What follows belongs to an exercise in optimizing a design on an open flow for small area; a production flow would make more cautious choices. Only simulation tests tie the RTL to the original design; equivalence was not proved. Power and IR drop assume default switching activity.

== v6 ==
==> flow/design.v (excerpt) <==
module LMC (reset_n, pclk, generation, data_valid, data, d_k_in, MUXSyncHeader, PIPEWIDTH, data_valid_out_1, data_valid_out_2, data_valid_out_3, data_valid_out_4, data_valid_out_5, data_valid_out_6, data_valid_out_7, data_valid_out_8, data_valid_out_9, data_valid_out_10, data_valid_out_11, data_valid_out_12, data_valid_out_13, data_valid_out_14, data_valid_out_15, data_valid_out_16, d_k_out_1, d_k_out_2, d_k_out_3, d_k_out_4, d_k_out_5, d_k_out_6, d_k_out_7, d_k_out_8, d_k_out_9, d_k_out_10, d_k_out_11, d_k_out_12, d_k_out_13, d_k_out_14, d_k_out_15, d_k_out_16, dataout_1, dataout_2, dataout_3, dataout_4, dataout_5, dataout_6, dataout_7, dataout_8, dataout_9, dataout_10, dataout_11, dataout_12, dataout_13, dataout_14, dataout_15, dataout_16, LMCSyncHeader_1, LMCSyncHeader_2, LMCSyncHeader_3, LMCSyncHeader_4, LMCSyncHeader_5, LMCSyncHeader_6, LMCSyncHeader_7, LMCSyncHeader_8, LMCSyncHeader_9, LMCSyncHeader_10, LMCSyncHeader_11, LMCSyncHeader_12, LMCSyncHeader_13, LMCSyncHeader_14, LMCSyncHeader_15, LMCSyncHeader_16);
export LEC_CHECK = 0
export CAP_MARGIN = 20
export CORE_AREA = 10 10 440 440
export DIE_AREA = 0 0 450 450
export SLEW_MARGIN = 20
export SYNTH_HIERARCHICAL = 1
create_clock -name core_clock -period 5.0 [get_ports {pclk}]
run.sh (not shown) runs the stock make flow with config.mk's settings and CLKGATE_MAP_FILE= SYNTH_SCRIPT=/design/flow/synth_recipe.tcl, a recipe that flattens the netlist after the stock synthesis.
v6: flow completed, timing, DRC and antenna clean
> inputs changed (v6 -> v7)
==> flow/flow/run.sh (new file) <==
#!/bin/bash
# Layout: the standard flow (standard synthesis included), with smaller port
# buffers, a clock tree without dummy loads, and power (area) recovery after routing.
set -euo pipefail
export BUFFER_PORTS_ARGS="-buffer_cell sky130_fd_sc_hd__buf_1"
export CTS_ARGS="-sink_clustering_enable -repair_clock_nets -dont_use_dummy_load"
export RECOVER_POWER=100
bash standard.sh > standard_flow.log 2>&1
==> flow/standard.sh (new file) <==
#!/bin/bash
# synth_recipe.tcl (not shown) runs the flow's synth.tcl, then flattens the netlist and writes it again
# the make line also repeats each setting of config.mk as NAME=value (left out here)
make -C /OpenROAD-flow-scripts/flow DESIGN_CONFIG=/design/flow/config.mk WORK_HOME=/design/flow/orfs CLKGATE_MAP_FILE= SYNTH_SCRIPT=/design/flow/synth_recipe.tcl "${@:-finish}"
removed: flow/run.sh
--- outcome ---
Relative to v6, worst setup slack has gone down in v7.
Combinational power in v7 vs v6: down 26%
v7 completed end to end; final checks failed (max-capacitance violations, max-slew violations).
The estimated power of v7 ends up lower than the estimate for v6.
Utilization (lower): v7
v7 gives less post-detailed-route wirelength per cell than v6 did.
Total routing usage reported by global routing, v6 and v7, lower one = v7.
On v7: clock skew is 0.011 ns higher than what v6 gave.
A destination of the critical timing path of dout[484] is what v6 shows, while dout[249] belongs to v7.


== fjord ==
LMC, a different RTL version from the one above (not shown whole).
For scale: roughly 1800 cells after synthesis, about 0.023 mm^2 of cells after synthesis.
==> flow/design.v (excerpt) <==
module LMC (reset_n, pclk, generation, data_valid, data, d_k_in, MUXSyncHeader, PIPEWIDTH, data_valid_out_1, data_valid_out_2, data_valid_out_3, data_valid_out_4, data_valid_out_5, data_valid_out_6, data_valid_out_7, data_valid_out_8, data_valid_out_9, data_valid_out_10, data_valid_out_11, data_valid_out_12, data_valid_out_13, data_valid_out_14, data_valid_out_15, data_valid_out_16, d_k_out_1, d_k_out_2, d_k_out_3, d_k_out_4, d_k_out_5, d_k_out_6, d_k_out_7, d_k_out_8, d_k_out_9, d_k_out_10, d_k_out_11, d_k_out_12, d_k_out_13, d_k_out_14, d_k_out_15, d_k_out_16, dataout_1, dataout_2, dataout_3, dataout_4, dataout_5, dataout_6, dataout_7, dataout_8, dataout_9, dataout_10, dataout_11, dataout_12, dataout_13, dataout_14, dataout_15, dataout_16, LMCSyncHeader_1, LMCSyncHeader_2, LMCSyncHeader_3, LMCSyncHeader_4, LMCSyncHeader_5, LMCSyncHeader_6, LMCSyncHeader_7, LMCSyncHeader_8, LMCSyncHeader_9, LMCSyncHeader_10, LMCSyncHeader_11, LMCSyncHeader_12, LMCSyncHeader_13, LMCSyncHeader_14, LMCSyncHeader_15, LMCSyncHeader_16);
export LEC_CHECK = 0
export CAP_MARGIN = 20
export CORE_AREA = 5 5 375 375
export DIE_AREA = 0 0 380 380
export SLEW_MARGIN = 20
export SYNTH_HIERARCHICAL = 1
create_clock -name core_clock -period 5.0 [get_ports {pclk}]
standard.sh (not shown) runs the stock make flow with config.mk's settings and CLKGATE_MAP_FILE= SYNTH_SCRIPT=/design/flow/synth_recipe.tcl, a recipe that flattens the netlist after the stock synthesis.
==> flow/flow/run.sh <==
#!/bin/bash
# Layout: the standard flow (standard synthesis included), with the smallest
# buffer on each port and a clock tree of smaller buffers without dummy loads.
set -euo pipefail
export BUFFER_PORTS_ARGS="-buffer_cell sky130_fd_sc_hd__buf_1"
export CTS_ARGS="-sink_clustering_enable -repair_clock_nets -dont_use_dummy_load -sink_clustering_size 12 -sink_clustering_max_diameter 80 -buf_list {sky130_fd_sc_hd__clkbuf_8}"
bash standard.sh > standard_flow.log 2>&1
fjord went all the way through synthesis, placement and routing and the layout is clean on timing, DRC and antenna.
### fjord -> zinc
Settings: a change of CORE_AREA from 5 5 375 375 to 10 10 440 440; a change of DIE_AREA from 0 0 380 380 to 0 0 450 450.
--- a/flow/flow/run.sh
+++ b/flow/flow/run.sh
@@ -6 +6 @@
-export CTS_ARGS="-sink_clustering_enable -repair_clock_nets -dont_use_dummy_load -sink_clustering_size 12 -sink_clustering_max_diameter 80 -buf_list {sky130_fd_sc_hd__clkbuf_8}"
+export CTS_ARGS="-sink_clustering_enable -repair_clock_nets -dont_use_dummy_load -buf_list {sky130_fd_sc_hd__clkbuf_4 sky130_fd_sc_hd__clkbuf_8}"
Findings:
The final layout from zinc, which completed every stage, passed the timing, design-rule and antenna checks at the end of the flow.
fjord -> zinc: average cell area after synthesis delta 0, exact match
The standard cells in zinc occupy more silicon area than those in fjord do.
Routed wire length, fjord and zinc: higher on zinc
zinc vs fjord — power attributed to combinational cells rose about 9%.
[compare] base=fjord new=zinc: smallest setup slack after layout shows an increase of 0.21 ns; synthesis-to-layout area growth moved up; first-iteration DRC count went up about 5.5%.
Reported net switching power delta for zinc relative to fjord: 0.00054 W higher
The leakage power summed over all cells in zinc sits 2.1% above the value recorded for fjord.
Compared zinc vs fjord, and share of total power in combinational logic is down in zinc.
Non-clock buffer total of the final layout, fjord and zinc: larger value in fjord
## Diff of input files: indigo against zinc
--- a/flow/flow/run.sh
+++ b/flow/flow/run.sh
@@ -6 +6 @@
-export CTS_ARGS="-sink_clustering_enable -repair_clock_nets -dont_use_dummy_load -buf_list {sky130_fd_sc_hd__clkbuf_4 sky130_fd_sc_hd__clkbuf_8}"
+export CTS_ARGS="-sink_clustering_enable -repair_clock_nets -dont_use_dummy_load -buf_list {sky130_fd_sc_hd__clkbuf_2 sky130_fd_sc_hd__clkbuf_4}"
Findings:
- No stage failed in zinc, and the final checks on the layout all came back clean.
- In summary, indigo completed successfully, with a layout that passed the timing, design-rule and antenna checks.
- Total power of the final layout, zinc and indigo: smaller value in zinc
- Going from zinc to indigo, achievable frequency went down by about 15%; minimum hold slack went down by 0.023 ns; number of synthesized register bits was more or less identical.
- Comparing indigo against zinc, there is no change at all in area after synthesis.
- Against zinc, the final cell area of indigo is higher.
The following lists how violet was set up differently from indigo:
Settings: changing DIE_AREA from 0 0 450 450 to 0 0 380 380; changing CORE_AREA from 10 10 440 440 to 5 5 375 375.
--- a/flow/flow/run.sh
+++ b/flow/flow/run.sh
@@ -6 +6 @@
-export CTS_ARGS="-sink_clustering_enable -repair_clock_nets -dont_use_dummy_load -buf_list {sky130_fd_sc_hd__clkbuf_2 sky130_fd_sc_hd__clkbuf_4}"
+export CTS_ARGS="-sink_clustering_enable -repair_clock_nets -dont_use_dummy_load -sink_clustering_size 20 -sink_clustering_max_diameter 100 -buf_list {sky130_fd_sc_hd__clkbuf_16}"
## What came out
- No stage failed in violet, and the final checks on the layout all came back clean.
- Number of nets in the final layout (violet / indigo): 0.839
- For indigo, the capturing instance or port of the critical path was dout[387], unlike violet, where it was dout[192].
- Of violet and indigo, the run reporting the lower final period utilization was violet.
- Final weighted congestion in routability-driven placement delta for violet relative to indigo: 4.4% lower
- violet vs indigo: starting density of the core up
- Diff indigo..violet | setup TNS | unchanged


LMC, a different RTL version from the one above (not shown whole).
Size in the first run: roughly 580 flip-flops, about 1300 I/O pins, roughly 23000 µm² of cells after synthesis.
## LMC
module LMC (reset_n, pclk, generation, data_valid, data, d_k_in, MUXSyncHeader, PIPEWIDTH, data_valid_out_1, data_valid_out_2, data_valid_out_3, data_valid_out_4, data_valid_out_5, data_valid_out_6, data_valid_out_7, data_valid_out_8, data_valid_out_9, data_valid_out_10, data_valid_out_11, data_valid_out_12, data_valid_out_13, data_valid_out_14, data_valid_out_15, data_valid_out_16, d_k_out_1, d_k_out_2, d_k_out_3, d_k_out_4, d_k_out_5, d_k_out_6, d_k_out_7, d_k_out_8, d_k_out_9, d_k_out_10, d_k_out_11, d_k_out_12, d_k_out_13, d_k_out_14, d_k_out_15, d_k_out_16, dataout_1, dataout_2, dataout_3, dataout_4, dataout_5, dataout_6, dataout_7, dataout_8, dataout_9, dataout_10, dataout_11, dataout_12, dataout_13, dataout_14, dataout_15, dataout_16, LMCSyncHeader_1, LMCSyncHeader_2, LMCSyncHeader_3, LMCSyncHeader_4, LMCSyncHeader_5, LMCSyncHeader_6, LMCSyncHeader_7, LMCSyncHeader_8, LMCSyncHeader_9, LMCSyncHeader_10, LMCSyncHeader_11, LMCSyncHeader_12, LMCSyncHeader_13, LMCSyncHeader_14, LMCSyncHeader_15, LMCSyncHeader_16);
input reset_n, pclk;
input [2:0] generation;
input [63:0] data_valid;
input [511:0] data;
input [63:0] d_k_in;
input MUXSyncHeader;
output data_valid_out_1, data_valid_out_2, data_valid_out_3, data_valid_out_4, data_valid_out_5, data_valid_out_6, data_valid_out_7, data_valid_out_8, data_valid_out_9, data_valid_out_10, data_valid_out_11, data_valid_out_12, data_valid_out_13, data_valid_out_14, data_valid_out_15, data_valid_out_16;
output [31:0] dataout_1, dataout_2, dataout_3, dataout_4, dataout_5, dataout_6, dataout_7, dataout_8, dataout_9, dataout_10, dataout_11, dataout_12, dataout_13, dataout_14, dataout_15, dataout_16;
output [3:0] d_k_out_1, d_k_out_2, d_k_out_3, d_k_out_4, d_k_out_5, d_k_out_6, d_k_out_7, d_k_out_8, d_k_out_9, d_k_out_10, d_k_out_11, d_k_out_12, d_k_out_13, d_k_out_14, d_k_out_15, d_k_out_16;
output [5:0] PIPEWIDTH;
  ...
Settings: LEC_CHECK=0, CAP_MARGIN=20, CORE_AREA=5 5 375 375, DIE_AREA=0 0 380 380, PLACE_DENSITY=0.45, SLEW_MARGIN=20, SYNTH_HIERARCHICAL=1; clock period 5.0 ns.
==> flow/flow/run.sh <==
#!/bin/bash
# Layout: the standard flow (standard synthesis included), with the smallest
# buffer on each port and a clock tree of smaller buffers without dummy loads.
set -euo pipefail
export BUFFER_PORTS_ARGS="-buffer_cell sky130_fd_sc_hd__buf_1"
export CTS_ARGS="-sink_clustering_enable -repair_clock_nets -dont_use_dummy_load -sink_clustering_size 15 -sink_clustering_max_diameter 80 -buf_list {sky130_fd_sc_hd__clkbuf_8}"
bash standard.sh > standard_flow.log 2>&1
The starting point completed with no timing, DRC or antenna violations.
==> next run, changes <==
--- a/flow/flow/run.sh
+++ b/flow/flow/run.sh
@@ -6 +6 @@
-export CTS_ARGS="-sink_clustering_enable -repair_clock_nets -dont_use_dummy_load -sink_clustering_size 15 -sink_clustering_max_diameter 80 -buf_list {sky130_fd_sc_hd__clkbuf_8}"
+export CTS_ARGS="-sink_clustering_enable -repair_clock_nets -dont_use_dummy_load -sink_clustering_size 12 -sink_clustering_max_diameter 80 -buf_list {sky130_fd_sc_hd__clkbuf_8}"
--- a/flow/config.mk
+++ b/flow/config.mk
@@ -11 +10,0 @@
-export PLACE_DENSITY = 0.45
- fmax went up by 11%
- total power went up by 2.2%
- setup slack gets better by 390 ps
- utilization is higher by 0.17 points
- cell area rose by 0.73%
- clock power is higher by about 5%
- die area stays the same
- via count increases by 3.4%
- count of clock-buffer cells in the layout went up by 7
- global-route usage rises by 1.4 points
- sequential share of layout area falls by 0.33 points
==> next run, changes <==
--- a/flow/flow/run.sh
+++ b/flow/flow/run.sh
@@ -6 +6 @@
-export CTS_ARGS="-sink_clustering_enable -repair_clock_nets -dont_use_dummy_load -sink_clustering_size 12 -sink_clustering_max_diameter 80 -buf_list {sky130_fd_sc_hd__clkbuf_8}"
+export CTS_ARGS="-sink_clustering_enable -repair_clock_nets -dont_use_dummy_load -sink_clustering_size 15 -sink_clustering_max_diameter 80 -buf_list {sky130_fd_sc_hd__clkbuf_8}"
--- a/flow/config.mk
+++ b/flow/config.mk
@@ -10,0 +11 @@
+export PLACE_DENSITY = 0.3
The new run produced a clean layout.
Total power goes down by 1.0%.
Core utilization falls by 0.24 points.
Setup slack degrades by 190 ps.


the previous run:
RTL: one of the versions met above, not the one the previous note started from.
For scale: ~1800 cells after synthesis, about 1300 I/O pins, about 23000 sq um of cells after synthesis.
export LEC_CHECK = 0
export CAP_MARGIN = 20
export CORE_AREA = 10 10 440 440
export DIE_AREA = 0 0 450 450
export SLEW_MARGIN = 20
export SYNTH_HIERARCHICAL = 1
create_clock -name core_clock -period 5.0 [get_ports {pclk}]
==> flow/flow/run.sh <==
#!/bin/bash
# Layout: the standard flow (standard synthesis included), with the smallest
# buffer on each port and a clock tree without dummy loads.
set -euo pipefail
export BUFFER_PORTS_ARGS="-buffer_cell sky130_fd_sc_hd__buf_1"
export CTS_ARGS="-sink_clustering_enable -repair_clock_nets -dont_use_dummy_load"
bash standard.sh > standard_flow.log 2>&1
The previous run went all the way through the flow, and no timing, DRC or antenna check failed.
Here is what was changed in the inputs of the current run compared with the previous run.
- DIE_AREA: 0 0 450 450 -> 0 0 380 380
- CORE_AREA: 10 10 440 440 -> 5 5 375 375
==> flow/flow/run.sh <==
#!/bin/bash
# Layout: the standard flow (standard synthesis included), with the smallest
# buffer on each port and a clock tree of smaller buffers without dummy loads.
set -euo pipefail
export BUFFER_PORTS_ARGS="-buffer_cell sky130_fd_sc_hd__buf_1"
export CTS_ARGS="-sink_clustering_enable -repair_clock_nets -dont_use_dummy_load -buf_list {sky130_fd_sc_hd__clkbuf_4 sky130_fd_sc_hd__clkbuf_8}"
bash standard.sh > standard_flow.log 2>&1
Results
- Net switching fraction of the power essentially unchanged between the current run and the previous run.
- Count of buffer and inverter cells on the critical path was lower in the current run than in the previous run.
- Wire: the current run routes less than the previous run
- Re sequential share of cell area: the previous run was lower than the current run.
- Number of placement rows in the current run vs the previous run: down 22
- Changes observed in the current run relative to the previous run: total power went down about 10%; share of the cycle needed by the critical path after routing rose by 1.2 points.
- What the current run reported for wire length of the first global-routing pass has to be multiplied by 1.18 to get the figure for the previous run.
- Compared with the previous run, the current run shows a higher combinational fraction of design power.
- | tightest hold margin | the current run vs the previous run | ≈ equal |


LMC with an RTL version that a note above also has.
Size in the first run: roughly 1,800 cells after synthesis, ~23,000 µm² of cells after synthesis.
==> flow/design.v (excerpt) <==
module LMC (reset_n, pclk, generation, data_valid, data, d_k_in, MUXSyncHeader, PIPEWIDTH, data_valid_out_1, data_valid_out_2, data_valid_out_3, data_valid_out_4, data_valid_out_5, data_valid_out_6, data_valid_out_7, data_valid_out_8, data_valid_out_9, data_valid_out_10, data_valid_out_11, data_valid_out_12, data_valid_out_13, data_valid_out_14, data_valid_out_15, data_valid_out_16, d_k_out_1, d_k_out_2, d_k_out_3, d_k_out_4, d_k_out_5, d_k_out_6, d_k_out_7, d_k_out_8, d_k_out_9, d_k_out_10, d_k_out_11, d_k_out_12, d_k_out_13, d_k_out_14, d_k_out_15, d_k_out_16, dataout_1, dataout_2, dataout_3, dataout_4, dataout_5, dataout_6, dataout_7, dataout_8, dataout_9, dataout_10, dataout_11, dataout_12, dataout_13, dataout_14, dataout_15, dataout_16, LMCSyncHeader_1, LMCSyncHeader_2, LMCSyncHeader_3, LMCSyncHeader_4, LMCSyncHeader_5, LMCSyncHeader_6, LMCSyncHeader_7, LMCSyncHeader_8, LMCSyncHeader_9, LMCSyncHeader_10, LMCSyncHeader_11, LMCSyncHeader_12, LMCSyncHeader_13, LMCSyncHeader_14, LMCSyncHeader_15, LMCSyncHeader_16);
input reset_n, pclk;
input [2:0] generation;
input [63:0] data_valid;
input [511:0] data;
input [63:0] d_k_in;
input MUXSyncHeader;
output data_valid_out_1, data_valid_out_2, data_valid_out_3, data_valid_out_4, data_valid_out_5, data_valid_out_6, data_valid_out_7, data_valid_out_8, data_valid_out_9, data_valid_out_10, data_valid_out_11, data_valid_out_12, data_valid_out_13, data_valid_out_14, data_valid_out_15, data_valid_out_16;
output [31:0] dataout_1, dataout_2, dataout_3, dataout_4, dataout_5, dataout_6, dataout_7, dataout_8, dataout_9, dataout_10, dataout_11, dataout_12, dataout_13, dataout_14, dataout_15, dataout_16;
output [3:0] d_k_out_1, d_k_out_2, d_k_out_3, d_k_out_4, d_k_out_5, d_k_out_6, d_k_out_7, d_k_out_8, d_k_out_9, d_k_out_10, d_k_out_11, d_k_out_12, d_k_out_13, d_k_out_14, d_k_out_15, d_k_out_16;
output [5:0] PIPEWIDTH;
  ...
Settings: LEC_CHECK=0, CAP_MARGIN=20, CORE_AREA=5 5 375 375, DIE_AREA=0 0 380 380, PLACE_DENSITY=0.75, SLEW_MARGIN=20, SYNTH_HIERARCHICAL=1; clock period 5.0 ns.
==> flow/flow/run.sh <==
#!/bin/bash
# Layout: the standard flow (standard synthesis included), with the smallest
# buffer on each port and a clock tree of smaller buffers without dummy loads.
set -euo pipefail
export BUFFER_PORTS_ARGS="-buffer_cell sky130_fd_sc_hd__buf_1"
export CTS_ARGS="-sink_clustering_enable -repair_clock_nets -dont_use_dummy_load -sink_clustering_size 15 -sink_clustering_max_diameter 80 -buf_list {sky130_fd_sc_hd__clkbuf_8}"
bash standard.sh > standard_flow.log 2>&1
Edit:
Settings changed: PLACE_DENSITY 0.75 to not set.
=>
- design area hardly moves
- clock-buffer cell count shrinks by 1
- power grows slightly
- combinational power hardly moves

-- port drivers added, routing unchanged --
The flow's constraints put no driver on any port. The routed layouts listed below were extracted and timed again, unchanged, in two steps.
Step 1 assumes that a clkbuf_16 drives the clock port and a buf_2 every other input.
Step 2 adds t to the input delays and takes it off the output delays; t is the mean of the earliest and latest rising clock arrival at the registers after step 1. Input paths then give back, and output paths get back, about the clock's delay inside the block.
Three values: ideal ports, drivers, drivers and shift; two values: the first two.
run	shift t [ns]	slack for setup (ns)	hold WS [ns]	latest minus earliest clock arrival (ns)	worst register clock-pin slew, ns
v6	0.782	0.801 / 0.759 / -0.023	0.378 / 0.367 / 0.485	0.031 / 0.032	0.07 / 0.07
v7	0.740	0.451 / 0.423 / -0.317	0.486 / 0.486 / 0.486	0.062 / 0.062	0.06 / 0.06
fjord	0.779	1.103 / 1.105 / 0.326	0.424 / 0.398 / 0.496	0.108 / 0.108	0.09 / 0.09
zinc	0.878	1.312 / 1.272 / 0.394	0.223 / 0.178 / 0.487	0.094 / 0.094	0.06 / 0.06
indigo	1.214	0.684 / 0.682 / -0.532	0.200 / 0.162 / 0.484	0.186 / 0.186	0.07 / 0.07
violet	0.666	0.937 / 0.955 / 0.289	0.493 / 0.493 / 0.493	0.054 / 0.054	0.09 / 0.09
the first run of note 3	0.756	0.861 / 0.877 / 0.121	0.444 / 0.421 / 0.493	0.075 / 0.074	0.11 / 0.11
the second run of note 3	0.769	1.256 / 1.162 / 0.393	0.421 / 0.399 / 0.486	0.111 / 0.112	0.10 / 0.10
the third run of note 3	0.793	1.068 / 1.030 / 0.236	0.358 / 0.305 / 0.489	0.101 / 0.101	0.11 / 0.11
the previous run	0.737	1.107 / 1.103 / 0.366	0.393 / 0.344 / 0.486	0.047 / 0.046	0.06 / 0.06
the current run	0.801	1.049 / 0.979 / 0.177	0.394 / 0.366 / 0.485	0.090 / 0.089	0.07 / 0.07
the first run of note 5	0.743	0.968 / 0.923 / 0.181	0.356 / 0.348 / 0.492	0.125 / 0.125	0.12 / 0.12
the second run of note 5	0.781	1.222 / 1.105 / 0.324	0.414 / 0.390 / 0.487	0.112 / 0.112	0.11 / 0.11
The setup slack of indigo, which loses most, moves by -0.002 ns with the drivers and by -1.216 ns with both steps.
